This design comes from an exercise in tuning for small area on the open sky130 flow, not from production work. At most, simulation tests tie the RTL to the original design; equivalence was not proved. Power is estimated from default activity; no workload was simulated.

==> trial 57: inputs <==
==> flow/design.v <==
module display(
    input  logic [3:0] data,
    output logic a, b, c, d, e, f, g, dp
);
    wire cb = data[3], cd = data[2], cf = data[1], cx = data[0];
    assign b  = cb;
    assign d  = cd;
    assign f  = cf;
    assign a  = cd | !cx;
    assign c  = !(cd & !cf & cx);
    assign e  = cd & (cx | (cb & cf));
    assign g  = !((!cd & !cf) | (cb & cd & cf & cx));
    assign dp = 1'b0;
endmodule
module Display_Ctrl(
  input  logic clock,
  input  logic reset,
  input  logic [3:0] dig,    
  input  logic [3:0] pos,    
  output logic [7:0] a,
  output logic [7:0] b,
  output logic [7:0] c,
  output logic [7:0] d,
  output logic [7:0] e,
  output logic [7:0] f,
  output logic [7:0] g,
  output logic [7:0] dp
);
  logic [7:0][3:0] data;
  genvar k;
  generate
    for (k = 0; k < 8; k++) begin : disp
      display u (.data(data[k]), .a(a[k]), .b(b[k]), .c(c[k]), .d(d[k]), .e(e[k]), .f(f[k]), .g(g[k]), .dp(dp[k]));
    end
  endgenerate
  always_ff @(posedge clock) begin
    if (reset) begin
      for (int i = 0; i < 8; i++) data[i] <= 4'b1111;    
    end else if (!pos[3]) begin
      data[pos[2:0]] <= dig;
    end
  end
endmodule
module Calculadora(
    input  logic [3:0] cmd,
    input  logic       reset,
    input  logic       clock,
    output logic [3:0] dig,
    output logic [3:0] pos
);
    localparam logic [1:0] OP_ADD = 2'b10, OP_SUB = 2'b11, OP_MUL = 2'b00, OP_BAD = 2'b01;
    localparam logic [31:0] T_LO  = 32'h94967296;    
    localparam logic [31:0] T_NEG = 32'h05032704;    
    logic        err, busy, exib, set_op, flag, ovf;
    logic [1:0]  op;
    logic [3:0]  dcnt;
    logic [31:0] r1, r2, acc;
    logic [3:0]  cu;                
    logic [27:0] ch;                
    logic        pend, pb;          
    logic [5:0]  acc_hi;
    function automatic logic [32:0] bcd_add8(input logic [31:0] a, input logic [31:0] b, input logic cin);
        logic [4:0] t [8];
        logic [8:0] c;
        logic [4:0] v;
        logic k;
        for (int i = 0; i < 8; i++) begin
            k = 1'b0;
            for (int j = 0; j < 4; j++) begin
                t[i][j] = a[4*i+j] ^ b[4*i+j] ^ k;
                k = (a[4*i+j] & b[4*i+j]) | (k & (a[4*i+j] ^ b[4*i+j]));
            end
            t[i][4] = k;
        end
        c[0] = cin;
        for (int i = 0; i < 8; i++)
            c[i+1] = t[i][4] | (t[i][3] & (t[i][2] | t[i][1])) |
                     (t[i][3] & !t[i][2] & !t[i][1] & t[i][0] & c[i]);
        for (int i = 0; i < 8; i++) begin
            v[0] = t[i][0] ^ c[i];
            k    = t[i][0] & c[i];
            v[1] = t[i][1] ^ k;
            k    = t[i][1] & k;
            v[2] = t[i][2] ^ k;
            k    = t[i][2] & k;
            v[3] = t[i][3] ^ k;
            bcd_add8[4*i +: 4] = {v[3] ^ (c[i+1] & (v[2] | v[1])), v[2] ^ (c[i+1] & !v[1]), v[1] ^ c[i+1], v[0]};
        end
        bcd_add8[32] = c[8];
    endfunction
    function automatic logic [3:0] enc(input logic [3:0] v);
        case (v)
            4'd0: enc = 4'b1111;
            4'd1: enc = 4'b1001;
            4'd2: enc = 4'b1101;
            4'd3: enc = 4'b1100;
            4'd4: enc = 4'b1011;
            4'd5: enc = 4'b0110;
            4'd6: enc = 4'b0111;
            4'd7: enc = 4'b1000;
            4'd8: enc = 4'b1110;
            default: enc = 4'b1010;
        endcase
    endfunction
    function automatic logic [3:0] dec_d(input logic [3:0] d);
        logic z;
        z = (d == 4'd0);
        dec_d = {d[3] ^ (!d[0] & !d[1] & !d[2]), !z & (d[2] ^ (!d[0] & !d[1])), !z & (d[1] ^ !d[0]), !d[0]};
    endfunction
    function automatic logic [5:0] inc6(input logic [5:0] v, input logic c);
        logic k;
        k = c;
        for (int i = 0; i < 6; i++) begin
            inc6[i] = v[i] ^ k;
            k = k & v[i];
        end
    endfunction
    wire rdy    = !err && !busy;
    wire act    = rdy && !exib;
    wire is_dig = !cmd[3] || (cmd[2:1] == 2'b00);
    wire is_opr = cmd[3] && (cmd[2] ^ cmd[1]);
    wire is_eq  = (cmd == 4'd14);
    wire is_bs  = (cmd == 4'd15);
    wire recov  = err && is_bs;
    wire clr    = reset || recov;
    wire disp   = rdy && exib && !dcnt[3];
    wire fin    = rdy && exib && dcnt[3];
    wire r1z = (r1 == 32'd0);
    wire cz  = (cu == 4'd0) && (ch == 28'd0);   
    wire eq_go   = act && is_eq;
    wire eq_mul  = eq_go && op == OP_MUL;
    wire eq_show = eq_go && (op[1] || r1z || cz);
    wire eq_busy = eq_mul && !r1z && !cz;
    wire done    = busy && cz;
    wire ph0 = (dcnt[2:0] == 3'd0);
    wire bin = ph0 ? (pend || (cu == 4'd0)) : pb;
    wire [31:0] ed = set_op ? r2 : r1;
    wire big = (ed[31:28] != 4'd0);
    logic [31:0] r1_n, r2_n;
    always_comb begin
        r1_n = r1;
        r2_n = r2;
        if (clr) begin
            r1_n = 32'd0;
            r2_n = 32'd0;
        end else if (act && is_dig) begin
            if (set_op) r2_n = {r2[27:0], cmd};
            else        r1_n = {r1[27:0], cmd};
        end else if (act && is_bs) begin
            if (set_op) r2_n = {4'd0, r2[31:4]};
            else        r1_n = {4'd0, r1[31:4]};
        end
    end
    wire cpl = !busy && op[0];
    logic [31:0] a_in, sum, sumw, kc;
    logic        co1, co2;
    logic [5:0]  hi_s;
    logic        wrap, ge, sneg;
    always_comb begin
        for (int i = 0; i < 8; i++) begin
            logic [3:0] d;
            d = acc[4*i +: 4];
            a_in[4*i +: 4] = cpl ? {!(d[3] | d[2] | d[1]), d[2] ^ d[1], d[1], !d[0]} : d;
        end
        {co1, sum} = bcd_add8(a_in, r1, cpl);
        hi_s = inc6(acc_hi, co1);
        ge = (sum >= T_LO);
        wrap = busy && ((hi_s == 6'd43) || (hi_s == 6'd42 && ge));
        sneg = cpl && !co1;                           
        for (int i = 0; i < 32; i++)
            kc[i] = (wrap && T_NEG[i]) || (sneg && T_LO[i]);
        {co2, sumw} = bcd_add8(sum, kc, 1'b0);
    end
    always_ff @(posedge clock) begin
        r1 <= r1_n;
        r2 <= r2_n;
        if (busy && !reset) begin
            cu <= dec_d(cu);
            ch <= {bin ? dec_d(ch[3:0]) : ch[3:0], ch[27:4]};
            if (ph0) begin
                pend <= 1'b0;
                pb <= bin && (ch[3:0] == 4'd0);
            end else begin
                pend <= pend || (cu == 4'd0);
                pb <= pb && (ch[3:0] == 4'd0);
            end
        end else begin
            cu <= r2_n[3:0];
            ch <= r2_n[31:4];
            pend <= 1'b0;
            pb <= 1'b0;
        end
        if (busy) begin
            if (!cz) begin
                acc <= sumw;
                acc_hi <= wrap ? 6'd0 : hi_s;
            end
        end else begin
            acc_hi <= 6'd0;
            if (disp)               acc <= {4'd0, acc[31:4]};
            else if (eq_mul)        acc <= 32'd0;
            else if (eq_go && op[1]) acc <= sumw;
            else                    acc <= r2_n;
        end
        if (reset) begin
            acc <= 32'd0;
            acc_hi <= 6'd0;
        end
        if (reset) begin
            err <= 1'b0; busy <= 1'b0; exib <= 1'b0; set_op <= 1'b0; flag <= 1'b0;
            ovf <= 1'b0; op <= OP_ADD; dig <= enc(4'd0); pos <= 4'd0;
        end else begin
            ovf <= act && is_dig && big;
            if (recov) begin
                err <= 1'b0; exib <= 1'b0; set_op <= 1'b0; op <= OP_BAD;
                dig <= enc(4'd0); pos <= 4'd0;
            end else if (done) begin
                busy <= 1'b0;
                if (acc_hi != 6'd0) err <= 1'b1;
                else begin
                    exib <= 1'b1; dcnt <= 4'd0;
                end
            end else if (busy) begin
                dcnt <= (dcnt[2:0] == 3'd6) ? 4'd0 : dcnt + 4'd1;
            end else if (disp) begin
                dig <= enc(acc[3:0]);
                pos <= {1'b0, dcnt[2:0]};
                dcnt <= dcnt + 4'd1;
            end else if (fin) begin
                exib <= 1'b0;
            end else if (act) begin
                if (is_dig) begin
                    dig <= enc(cmd);
                    if (flag) pos <= pos + 4'd1;
                    flag <= 1'b1;
                end else if (is_opr) begin
                    op <= cmd[1:0];
                    set_op <= 1'b1;
                end else if (is_bs) begin
                    pos <= pos - 4'd1;
                end
                if (eq_show) begin
                    exib <= 1'b1; dcnt <= 4'd0;
                end
                if (eq_busy) begin
                    busy <= 1'b1; dcnt <= 4'd0;
                end
                if (eq_go && op == OP_BAD) err <= 1'b1;
            end
            if (rdy && ovf) begin
                err <= 1'b1;
                busy <= 1'b0;
            end
        end
    end
endmodule
module Calculadora_Top(
    input logic [3:0] cmd,
    input logic reset, clock,
    output logic [7:0] d0, d1, d2, d3, d4, d5, d6, d7
);
    logic [3:0] dig, pos;
    logic [7:0] a, b, c, d, e, f, g, dp;
    Calculadora calculo (.clock(clock), .reset(reset), .cmd(cmd), .dig(dig), .pos(pos));
    Display_Ctrl controlador (.clock(clock), .reset(reset), .dig(dig), .pos(pos),
        .a(a), .b(b), .c(c), .d(d), .e(e), .f(f), .g(g), .dp(dp));
    assign d0 = {a[0], b[0], c[0], d[0], e[0], f[0], g[0], dp[0]};
    assign d1 = {a[1], b[1], c[1], d[1], e[1], f[1], g[1], dp[1]};
    assign d2 = {a[2], b[2], c[2], d[2], e[2], f[2], g[2], dp[2]};
    assign d3 = {a[3], b[3], c[3], d[3], e[3], f[3], g[3], dp[3]};
    assign d4 = {a[4], b[4], c[4], d[4], e[4], f[4], g[4], dp[4]};
    assign d5 = {a[5], b[5], c[5], d[5], e[5], f[5], g[5], dp[5]};
    assign d6 = {a[6], b[6], c[6], d[6], e[6], f[6], g[6], dp[6]};
    assign d7 = {a[7], b[7], c[7], d[7], e[7], f[7], g[7], dp[7]};
endmodule
==> flow/flow/run.sh <==
#!/bin/bash
# Standard synthesis, then an area-oriented re-mapping of its combinational
# cells (flip-flops and full adders untouched, so the registers are exactly the
# standard synthesis's), then the standard ORFS layout steps.
set -euo pipefail
HERE=$(pwd)
LIB=$FLOW_HOME/platforms/sky130hd/lib/sky130_fd_sc_hd__tt_025C_1v80.lib
R=$HERE/orfs/results/sky130hd/Calculadora_Top/base
YOSYS=$(command -v yosys || echo /OpenROAD-flow-scripts/tools/install/yosys/bin/yosys)
PY=$(command -v python3 || command -v python)

bash standard.sh synth > synth.log 2>&1
cp $R/1_2_yosys.v $R/1_2_yosys_std.v

$YOSYS -q -p "read_liberty -ignore_miss_func $LIB; write_verilog -noattr cells_all.v" > cells.log 2>&1
$PY flow/comb_models.py cells_all.v comb_models.v > models.log 2>&1
sed -e "s#@LIB@#$LIB#g; s#@IN@#$R/1_2_yosys_std.v#; s#@OUT@#$R/1_2_yosys.v#; s#@TOP@#$FLOW_TOP#; s#@DIR@#$HERE/flow#" flow/remap.ys > remap_run.ys
$YOSYS -s remap_run.ys > remap.log 2>&1

rm -f $R/1_synth.odb $R/1_synth.sdc
bash standard.sh finish BUFFER_PORTS_ARGS="-buffer_cell sky130_fd_sc_hd__buf_1" > finish.log 2>&1
==> flow/flow/area.abc <==
&get -n
&st
&syn2
&syn2
&dch -f
&nf -R 1000
&put
&get -n
&st
&dch -f
&nf -R 1000
&put
==> flow/flow/comb_models.py <==
#!/usr/bin/env python3
# Keep the combinational cell models (no flip-flops, latches, full adders,
# tie cells or special cells) from a write_verilog of the liberty file.
import re, sys
t = open(sys.argv[1]).read()
out = []
for body, name in re.findall(r'(module (\S+)\(.*?endmodule)', t, re.S):
    if 'always' in body or 'reg ' in body:
        continue
    if re.search(r'__(fa|fah|conb|tap|fill|decap|diode|lpflow|probe|macro)', name):
        continue
    out.append(body)
open(sys.argv[2], 'w').write('\n'.join(out) + '\n')
print(len(out), 'combinational cell models')
==> flow/flow/remap.ys <==
# Re-map the combinational logic of the standard synthesis for area.
# Flip-flops and full adders stay as the standard synthesis made them.
read_liberty -lib @LIB@
read_verilog -noblackbox @IN@
hierarchy -top @TOP@
techmap -map comb_models.v
techmap
opt -purge
abc -script @DIR@/area.abc -liberty @LIB@ -dont_use sky130_fd_sc_hd__probe_p_8 -dont_use sky130_fd_sc_hd__probec_p_8 -dont_use sky130_fd_sc_hd__lpflow_*
opt_clean -purge
hilomap -singleton -hicell sky130_fd_sc_hd__conb_1 HI -locell sky130_fd_sc_hd__conb_1 LO
splitnets
opt_clean -purge
tee -o remap_stat.txt stat -liberty @LIB@
write_verilog -noattr -noexpr -nohex -nodec @OUT@
==> flow/standard.sh <==
#!/bin/bash
# synth_recipe.tcl (not shown) runs the flow's synth.tcl, then flattens the netlist and writes it again
# the make line also repeats each setting of config.mk as NAME=value (left out here)
make -C /OpenROAD-flow-scripts/flow DESIGN_CONFIG=/design/flow/config.mk WORK_HOME=/design/flow/orfs CLKGATE_MAP_FILE= SYNTH_SCRIPT=/design/flow/synth_recipe.tcl "${@:-finish}"
==> flow/config.mk <==
export PLATFORM = sky130hd
export DESIGN_NAME = Calculadora_Top
export DESIGN_NICKNAME = Calculadora_Top
export VERILOG_FILES = /design/flow/design.v
export SDC_FILE = /design/flow/constraint.sdc
export NUM_CORES = 4
export LEC_CHECK = 0
export CAP_MARGIN = 20
export CORE_MARGIN = 2
export CORE_UTILIZATION = 60
export CTS_BUF_LIST = sky130_fd_sc_hd__clkbuf_8
export SLEW_MARGIN = 20
==> flow/constraint.sdc <==
create_clock -name core_clock -period 15.0 [get_ports {clock}]
set_input_delay 3.0000 -clock core_clock [delete_from_list [all_inputs] [get_ports {clock}]]
set_output_delay 3.0000 -clock core_clock [all_outputs]
set_load 0.01 [all_outputs]
==> inputs of trial 15, as changes to trial 57 <==
--- a/flow/design.v
+++ b/flow/design.v
@@ -52,5 +52,5 @@
     localparam logic [31:0] T_LO  = 32'h94967296;    
     localparam logic [31:0] T_NEG = 32'h05032704;    
-    logic        err, busy, exib, set_op, flag, ovf;
+    logic        err, busy, exib, set_op, flag, ovf, sn, sc;
     logic [1:0]  op;
     logic [3:0]  dcnt;
@@ -107,4 +107,16 @@
         z = (d == 4'd0);
         dec_d = {d[3] ^ (!d[0] & !d[1] & !d[2]), !z & (d[2] ^ (!d[0] & !d[1])), !z & (d[1] ^ !d[0]), !d[0]};
+    endfunction
+    function automatic logic [4:0] bcd_add1(input logic [3:0] a, input logic [3:0] b, input logic c);
+        logic [4:0] t;
+        logic k, co;
+        k = c;
+        for (int j = 0; j < 4; j++) begin
+            t[j] = a[j] ^ b[j] ^ k;
+            k = (a[j] & b[j]) | (k & (a[j] ^ b[j]));
+        end
+        t[4] = k;
+        co = t[4] | (t[3] & (t[2] | t[1]));
+        bcd_add1 = {co, t[3] ^ (co & (t[2] | t[1])), t[2] ^ (co & !t[1]), t[1] ^ co, t[0]};
     endfunction
     function automatic logic [5:0] inc6(input logic [5:0] v, input logic c);
@@ -169,6 +181,22 @@
         sneg = cpl && !co1;                           
         for (int i = 0; i < 32; i++)
-            kc[i] = (wrap && T_NEG[i]) || (sneg && T_LO[i]);
+            kc[i] = wrap && T_NEG[i];
         {co2, sumw} = bcd_add8(sum, kc, 1'b0);
+    end
+    logic [3:0] kd, sd;
+    logic       sc_n;
+    always_comb begin
+        case (dcnt[2:0])
+            3'd0: kd = 4'd6;
+            3'd1: kd = 4'd9;
+            3'd2: kd = 4'd2;
+            3'd3: kd = 4'd7;
+            3'd4: kd = 4'd6;
+            3'd5: kd = 4'd9;
+            3'd6: kd = 4'd4;
+            default: kd = 4'd9;
+        endcase
+        if (!sn) kd = 4'd0;
+        {sc_n, sd} = bcd_add1(acc[3:0], kd, sc);
     end
     always_ff @(posedge clock) begin
@@ -220,9 +248,11 @@
                 else begin
                     exib <= 1'b1; dcnt <= 4'd0;
+                    sn <= 1'b0; sc <= 1'b0;
                 end
             end else if (busy) begin
                 dcnt <= (dcnt[2:0] == 3'd6) ? 4'd0 : dcnt + 4'd1;
             end else if (disp) begin
-                dig <= enc(acc[3:0]);
+                dig <= enc(sd);
+                sc <= sc_n;
                 pos <= {1'b0, dcnt[2:0]};
                 dcnt <= dcnt + 4'd1;
@@ -242,4 +272,5 @@
                 if (eq_show) begin
                     exib <= 1'b1; dcnt <= 4'd0;
+                    sn <= sneg; sc <= 1'b0;
                 end
                 if (eq_busy) begin
==> flow/flow/run.sh (replaced) <==
#!/bin/bash
# Standard synthesis, then an area-oriented re-mapping of its combinational
# cells (flip-flops and full adders untouched, so the registers are exactly the
# standard synthesis's), proven equal to the standard netlist, then the
# standard ORFS layout steps. Every tool's output goes to a log file here.
set -euo pipefail
HERE=$(pwd)
LIB=$FLOW_HOME/platforms/sky130hd/lib/sky130_fd_sc_hd__tt_025C_1v80.lib
R=$HERE/orfs/results/sky130hd/Calculadora_Top/base
YOSYS=$(command -v yosys || echo /OpenROAD-flow-scripts/tools/install/yosys/bin/yosys)
STA=$(command -v sta || echo /OpenROAD-flow-scripts/tools/install/OpenROAD/bin/sta)
PY=$(command -v python3 || command -v python)

bash standard.sh synth > synth.log 2>&1
cp $R/1_2_yosys.v $R/1_2_yosys_std.v

$YOSYS -q -p "read_liberty -ignore_miss_func $LIB; write_verilog -noattr cells_all.v" > cells.log 2>&1
$PY flow/comb_models.py cells_all.v comb_models.v > models.log 2>&1

# candidates: a plain area script, and deep synthesis (one or two rounds)
remap() {  # name abc-script [seed [second seed]]
  sed -e "s#@SEED@#${3:-1}#; s#@SEED2@#${4:-1}#" $2 > abc_$1.script
  sed -e "s#@LIB@#$LIB#g; s#@IN@#$R/1_2_yosys_std.v#; s#@OUT@#net_$1.v#; s#@TOP@#$FLOW_TOP#; s#@ABC@#$HERE/abc_$1.script#; s#@STAT@#stat_$1.txt#" flow/remap.ys > remap_$1.ys
  $YOSYS -s remap_$1.ys > remap_$1.log 2>&1 || return 0
  sed -e "s#@STD@#$R/1_2_yosys_std.v#; s#@NEW@#net_$1.v#; s#@TOP@#$FLOW_TOP#" flow/equiv.ys > equiv_$1.ys
  if $YOSYS -s equiv_$1.ys > equiv_$1.log 2>&1; then
    sed -e "s#@LIB@#$LIB#; s#@NET@#net_$1.v#; s#@TOP@#$FLOW_TOP#; s#@SDC@#$FLOW_SDC#" flow/sta.tcl > sta_$1.tcl
    $STA -no_init -exit sta_$1.tcl > sta_$1.log 2>&1 || true
    echo "$1 $(awk "/Chip area/{print \$NF}" stat_$1.txt) $(awk "/worst slack/{print \$NF}" sta_$1.log)" >> candidates.txt
  fi
}
: > candidates.txt
remap std flow/area_std.abc &
remap d7 flow/area_deep.abc 7 &
remap c7_16 flow/area_deep2.abc 7 16 &
remap c7_3 flow/area_deep2.abc 7 3 &
wait
# smallest area among proven candidates with unplaced slack >= -0.6 ns, else the
# plain script's, else the standard netlist
BEST=$(awk '$3 != "" && $3 >= -0.6 {print $2, $1}' candidates.txt | sort -n | head -1 | awk '{print $2}')
[ -z "$BEST" ] && BEST=$(awk '$1 == "std" {print $1}' candidates.txt)
echo "chosen: ${BEST:-standard}" >> candidates.txt
if [ -n "$BEST" ]; then cp net_$BEST.v $R/1_2_yosys.v; fi

rm -f $R/1_synth.odb $R/1_synth.sdc
# port buffers: the smallest buffer; clock tree: clkbuf_8 clusters of at most
# 12 sinks, without CTS's dummy balancing loads
bash standard.sh finish BUFFER_PORTS_ARGS="-buffer_cell sky130_fd_sc_hd__buf_1" \
  "CTS_ARGS=-sink_clustering_enable -repair_clock_nets -dont_use_dummy_load -buf_list sky130_fd_sc_hd__clkbuf_8 -sink_clustering_size 12" \
  > finish.log 2>&1
==> flow/flow/area_deep.abc (new file) <==
&get -n
&st
&deepsyn -T 60 -S @SEED@
&dch -f
&nf -R 1000
&put
&get -n
&st
&dch -f
&nf -R 1000
&put
==> flow/flow/area_deep2.abc (new file) <==
&get -n
&st
&deepsyn -T 60 -S @SEED@
&deepsyn -T 60 -S @SEED2@
&dch -f
&nf -R 1000
&put
&get -n
&st
&dch -f
&nf -R 1000
&put
==> flow/flow/area_std.abc (new file) <==
&get -n
&st
&syn2
&syn2
&dch -f
&nf -R 1000
&put
&get -n
&st
&dch -f
&nf -R 1000
&put
==> flow/flow/equiv.ys (new file) <==
# Prove the re-mapped netlist equal to the standard synthesis (same registers).
read_verilog cells_all.v
read_verilog -noblackbox @STD@
rename @TOP@ std_top
read_verilog -noblackbox @NEW@
rename @TOP@ new_top
hierarchy -check
flatten std_top new_top
proc
opt_clean
equiv_make std_top new_top eq
hierarchy -top eq
equiv_simple -seq 2
equiv_status -assert
==> flow/flow/remap.ys (replaced) <==
# Re-map the combinational logic of the standard synthesis for area.
# Flip-flops and full adders stay exactly as the standard synthesis made them.
read_liberty -lib @LIB@
read_verilog -noblackbox @IN@
hierarchy -top @TOP@
techmap -map comb_models.v
techmap
opt -purge
abc -script @ABC@ -liberty @LIB@ -dont_use sky130_fd_sc_hd__probe_p_8 -dont_use sky130_fd_sc_hd__probec_p_8 -dont_use sky130_fd_sc_hd__lpflow_*
opt_clean -purge
hilomap -singleton -hicell sky130_fd_sc_hd__conb_1 HI -locell sky130_fd_sc_hd__conb_1 LO
splitnets
opt_clean -purge
tee -o @STAT@ stat -liberty @LIB@
write_verilog -noattr -noexpr -nohex -nodec @OUT@
==> flow/flow/sta.tcl (new file) <==
read_liberty @LIB@
read_verilog @NET@
link_design @TOP@
read_sdc @SDC@
report_worst_slack -max
Settings changed: CTS_CLUSTER_SIZE set to 12.
removed: flow/flow/area.abc
==> inputs of trial 69, as changes to trial 57 <==
--- a/flow/design.v
+++ b/flow/design.v
@@ -108,4 +108,11 @@
         dec_d = {d[3] ^ (!d[0] & !d[1] & !d[2]), !z & (d[2] ^ (!d[0] & !d[1])), !z & (d[1] ^ !d[0]), !d[0]};
     endfunction
+    function automatic logic [31:0] nines(input logic [31:0] v);
+        for (int i = 0; i < 8; i++) begin
+            logic [3:0] d;
+            d = v[4*i +: 4];
+            nines[4*i +: 4] = {!(d[3] | d[2] | d[1]), d[2] ^ d[1], d[1], !d[0]};
+        end
+    endfunction
     function automatic logic [5:0] inc6(input logic [5:0] v, input logic c);
         logic k;
@@ -137,4 +144,11 @@
     wire [31:0] ed = set_op ? r2 : r1;
     wire big = (ed[31:28] != 4'd0);
+    logic [1:0] op_n;
+    always_comb begin
+        op_n = op;
+        if (reset)                    op_n = OP_ADD;
+        else if (recov)               op_n = OP_BAD;
+        else if (act && is_opr)       op_n = cmd[1:0];
+    end
     logic [31:0] r1_n, r2_n;
     always_comb begin
@@ -153,15 +167,10 @@
     end
     wire cpl = !busy && op[0];
-    logic [31:0] a_in, sum, sumw, kc;
+    logic [31:0] sum, sumw, kc;
     logic        co1, co2;
     logic [5:0]  hi_s;
     logic        wrap, ge, sneg;
     always_comb begin
-        for (int i = 0; i < 8; i++) begin
-            logic [3:0] d;
-            d = acc[4*i +: 4];
-            a_in[4*i +: 4] = cpl ? {!(d[3] | d[2] | d[1]), d[2] ^ d[1], d[1], !d[0]} : d;
-        end
-        {co1, sum} = bcd_add8(a_in, r1, cpl);
+        {co1, sum} = bcd_add8(acc, r1, cpl);
         hi_s = inc6(acc_hi, co1);
         ge = (sum >= T_LO);
@@ -201,5 +210,5 @@
             else if (eq_mul)        acc <= 32'd0;
             else if (eq_go && op[1]) acc <= sumw;
-            else                    acc <= r2_n;
+            else                    acc <= op_n[0] ? nines(r2_n) : r2_n;
         end
         if (reset) begin
==> flow/flow/run.sh (replaced) <==
#!/bin/bash
# Standard synthesis, then an area-oriented re-mapping of its combinational
# cells (flip-flops and full adders untouched, so the registers are exactly the
# standard synthesis's), proven equal to the standard netlist, then the
# standard ORFS layout steps. Every tool's output goes to a log file here.
set -euo pipefail
HERE=$(pwd)
LIB=$FLOW_HOME/platforms/sky130hd/lib/sky130_fd_sc_hd__tt_025C_1v80.lib
R=$HERE/orfs/results/sky130hd/Calculadora_Top/base
YOSYS=$(command -v yosys || echo /OpenROAD-flow-scripts/tools/install/yosys/bin/yosys)
STA=$(command -v sta || echo /OpenROAD-flow-scripts/tools/install/OpenROAD/bin/sta)
PY=$(command -v python3 || command -v python)

bash standard.sh synth > synth.log 2>&1
cp $R/1_2_yosys.v $R/1_2_yosys_std.v

$YOSYS -q -p "read_liberty -ignore_miss_func $LIB; write_verilog -noattr cells_all.v" > cells.log 2>&1
$PY flow/comb_models.py cells_all.v comb_models.v > models.log 2>&1

# candidates: a plain area script and deep synthesis with a few seeds
remap() {  # name abc-script
  sed -e "s#@SEED@#${3:-1}#" $2 > abc_$1.script
  sed -e "s#@LIB@#$LIB#g; s#@IN@#$R/1_2_yosys_std.v#; s#@OUT@#net_$1.v#; s#@TOP@#$FLOW_TOP#; s#@ABC@#$HERE/abc_$1.script#; s#@STAT@#stat_$1.txt#" flow/remap.ys > remap_$1.ys
  $YOSYS -s remap_$1.ys > remap_$1.log 2>&1 || return 0
  sed -e "s#@STD@#$R/1_2_yosys_std.v#; s#@NEW@#net_$1.v#; s#@TOP@#$FLOW_TOP#" flow/equiv.ys > equiv_$1.ys
  if $YOSYS -s equiv_$1.ys > equiv_$1.log 2>&1; then
    sed -e "s#@LIB@#$LIB#; s#@NET@#net_$1.v#; s#@TOP@#$FLOW_TOP#; s#@SDC@#$FLOW_SDC#" flow/sta.tcl > sta_$1.tcl
    $STA -no_init -exit sta_$1.tcl > sta_$1.log 2>&1 || true
    echo "$1 $(awk "/Chip area/{print \$NF}" stat_$1.txt) $(awk "/worst slack/{print \$NF}" sta_$1.log)" >> candidates.txt
  fi
}
: > candidates.txt
remap std flow/area_std.abc &
remap d7 flow/area_deep.abc 7 &
remap d1 flow/area_deep.abc 1 &
remap d13 flow/area_deep.abc 13 &
wait
# smallest area among proven candidates with unplaced slack >= -0.6 ns, else the
# plain script's, else the standard netlist
BEST=$(awk '$3 != "" && $3 >= -0.6 {print $2, $1}' candidates.txt | sort -n | head -1 | awk '{print $2}')
[ -z "$BEST" ] && BEST=$(awk '$1 == "std" {print $1}' candidates.txt)
echo "chosen: ${BEST:-standard}" >> candidates.txt
if [ -n "$BEST" ]; then cp net_$BEST.v $R/1_2_yosys.v; fi

rm -f $R/1_synth.odb $R/1_synth.sdc
bash standard.sh finish BUFFER_PORTS_ARGS="-buffer_cell sky130_fd_sc_hd__buf_1" > finish.log 2>&1
==> flow/flow/area_deep.abc (new file) <==
&get -n
&st
&deepsyn -T 60 -S @SEED@
&dch -f
&nf -R 1000
&put
&get -n
&st
&dch -f
&nf -R 1000
&put
==> flow/flow/area_std.abc (new file) <==
&get -n
&st
&syn2
&syn2
&dch -f
&nf -R 1000
&put
&get -n
&st
&dch -f
&nf -R 1000
&put
==> flow/flow/equiv.ys (new file) <==
# Prove the re-mapped netlist equal to the standard synthesis (same registers).
read_verilog cells_all.v
read_verilog -noblackbox @STD@
rename @TOP@ std_top
read_verilog -noblackbox @NEW@
rename @TOP@ new_top
hierarchy -check
flatten std_top new_top
proc
opt_clean
equiv_make std_top new_top eq
hierarchy -top eq
equiv_simple -seq 2
equiv_status -assert
==> flow/flow/remap.ys (replaced) <==
# Re-map the combinational logic of the standard synthesis for area.
# Flip-flops and full adders stay exactly as the standard synthesis made them.
read_liberty -lib @LIB@
read_verilog -noblackbox @IN@
hierarchy -top @TOP@
techmap -map comb_models.v
techmap
opt -purge
abc -script @ABC@ -liberty @LIB@ -dont_use sky130_fd_sc_hd__probe_p_8 -dont_use sky130_fd_sc_hd__probec_p_8 -dont_use sky130_fd_sc_hd__lpflow_*
opt_clean -purge
hilomap -singleton -hicell sky130_fd_sc_hd__conb_1 HI -locell sky130_fd_sc_hd__conb_1 LO
splitnets
opt_clean -purge
tee -o @STAT@ stat -liberty @LIB@
write_verilog -noattr -noexpr -nohex -nodec @OUT@
==> flow/flow/sta.tcl (new file) <==
read_liberty @LIB@
read_verilog @NET@
link_design @TOP@
read_sdc @SDC@
report_worst_slack -max
Settings changed: CTS_CLUSTER_SIZE set to 12.
removed: flow/flow/area.abc
==> qor summary <==
metric                                                                 trial 57        trial 15        trial 69
Die extent in y                                                          143 um          136 um          136 um
Final clock period utilization by the worst path                          0.906           0.899           0.909
Part of the total power dissipated in sequential elements                 0.359           0.526           0.470
Buffers, non-clock                                                           77              74              87
Number of non-clock inverters in the layout                                  74             102              90
Reg2Reg Launch Point                                               calculo.busy   calculo.op[0]   calculo.r1[0]
Total power consumption of the routed design                            1.73 mW         1.06 mW         1.22 mW
Fraction of layout instances using a drive strength above 1              0.0330          0.0255          0.0525
Effective utilization at floorplan                                        0.615           0.609           0.610
Global-route wire length before repair                                  53.8 mm         47.7 mm         48.2 mm
Run status                                                       finished clean  finished clean  finished clean
Worst slew margin                                                         0.373           0.283           0.304
Via count of the first global-routing pass                                10200            9135            9084
Total number of cells along the worst setup path                             50              62              75
RSZ-0062 raised after global routing                                         no              no               -
Layout Nets                                                                1667            1451            1476
Register-to-register setup slack                                        1400 ps         1520 ps         1370 ps
F_max                                                                  73.6 MHz        74.2 MHz        73.4 MHz
Clock latency reported for the late side of the worst-skew pair          490 ps          490 ps          480 ps
Worst reg2reg path depth                                                     50              62              75
Power density over cell area                                        137 mW/mm^2    93.3 mW/mm^2     103 mW/mm^2
Met3 GRT Util                                                            0.0433          0.0664          0.0589
Least-Margin Pin Slew                                                    928 ps         1070 ps         1040 ps
Met1 track demand over resource in global routing                         0.485           0.446           0.464
Cell area after placement                                           0.0122 mm^2     0.0111 mm^2     0.0112 mm^2
For trial 69, only the layout was checked, not whether the RTL still works.

re-timing with driven ports:
No port has a modelled driver above. Below, the same layouts with a new extraction and two added sets of constraints.
Step 1: set_driving_cell puts a clkbuf_16 on clock and a buf_2 on each other input, an assumption about the parent block.
Step 2 also shifts input and output timing later by t, the mid clock arrival at the registers, as if the neighbouring blocks saw the same clock.
a / b / c = ideal ports / drivers / drivers and shift; a / b = the first two.
run | t (ns) | slack for setup (ns) | hold WS [ns] | worst register clock-pin slew, ns
trial 57 | 0.525 | 1.405 / 1.405 / 1.405 | 0.454 / 0.454 / 0.454 | 0.12 / 0.12
trial 15 | 0.502 | 1.520 / 1.520 / 1.520 | 0.450 / 0.450 / 0.450 | 0.12 / 0.12
trial 69 | 0.518 | 1.370 / 1.370 / 1.370 | 0.479 / 0.479 / 0.479 | 0.12 / 0.12
After both steps every run listed still meets setup and hold.
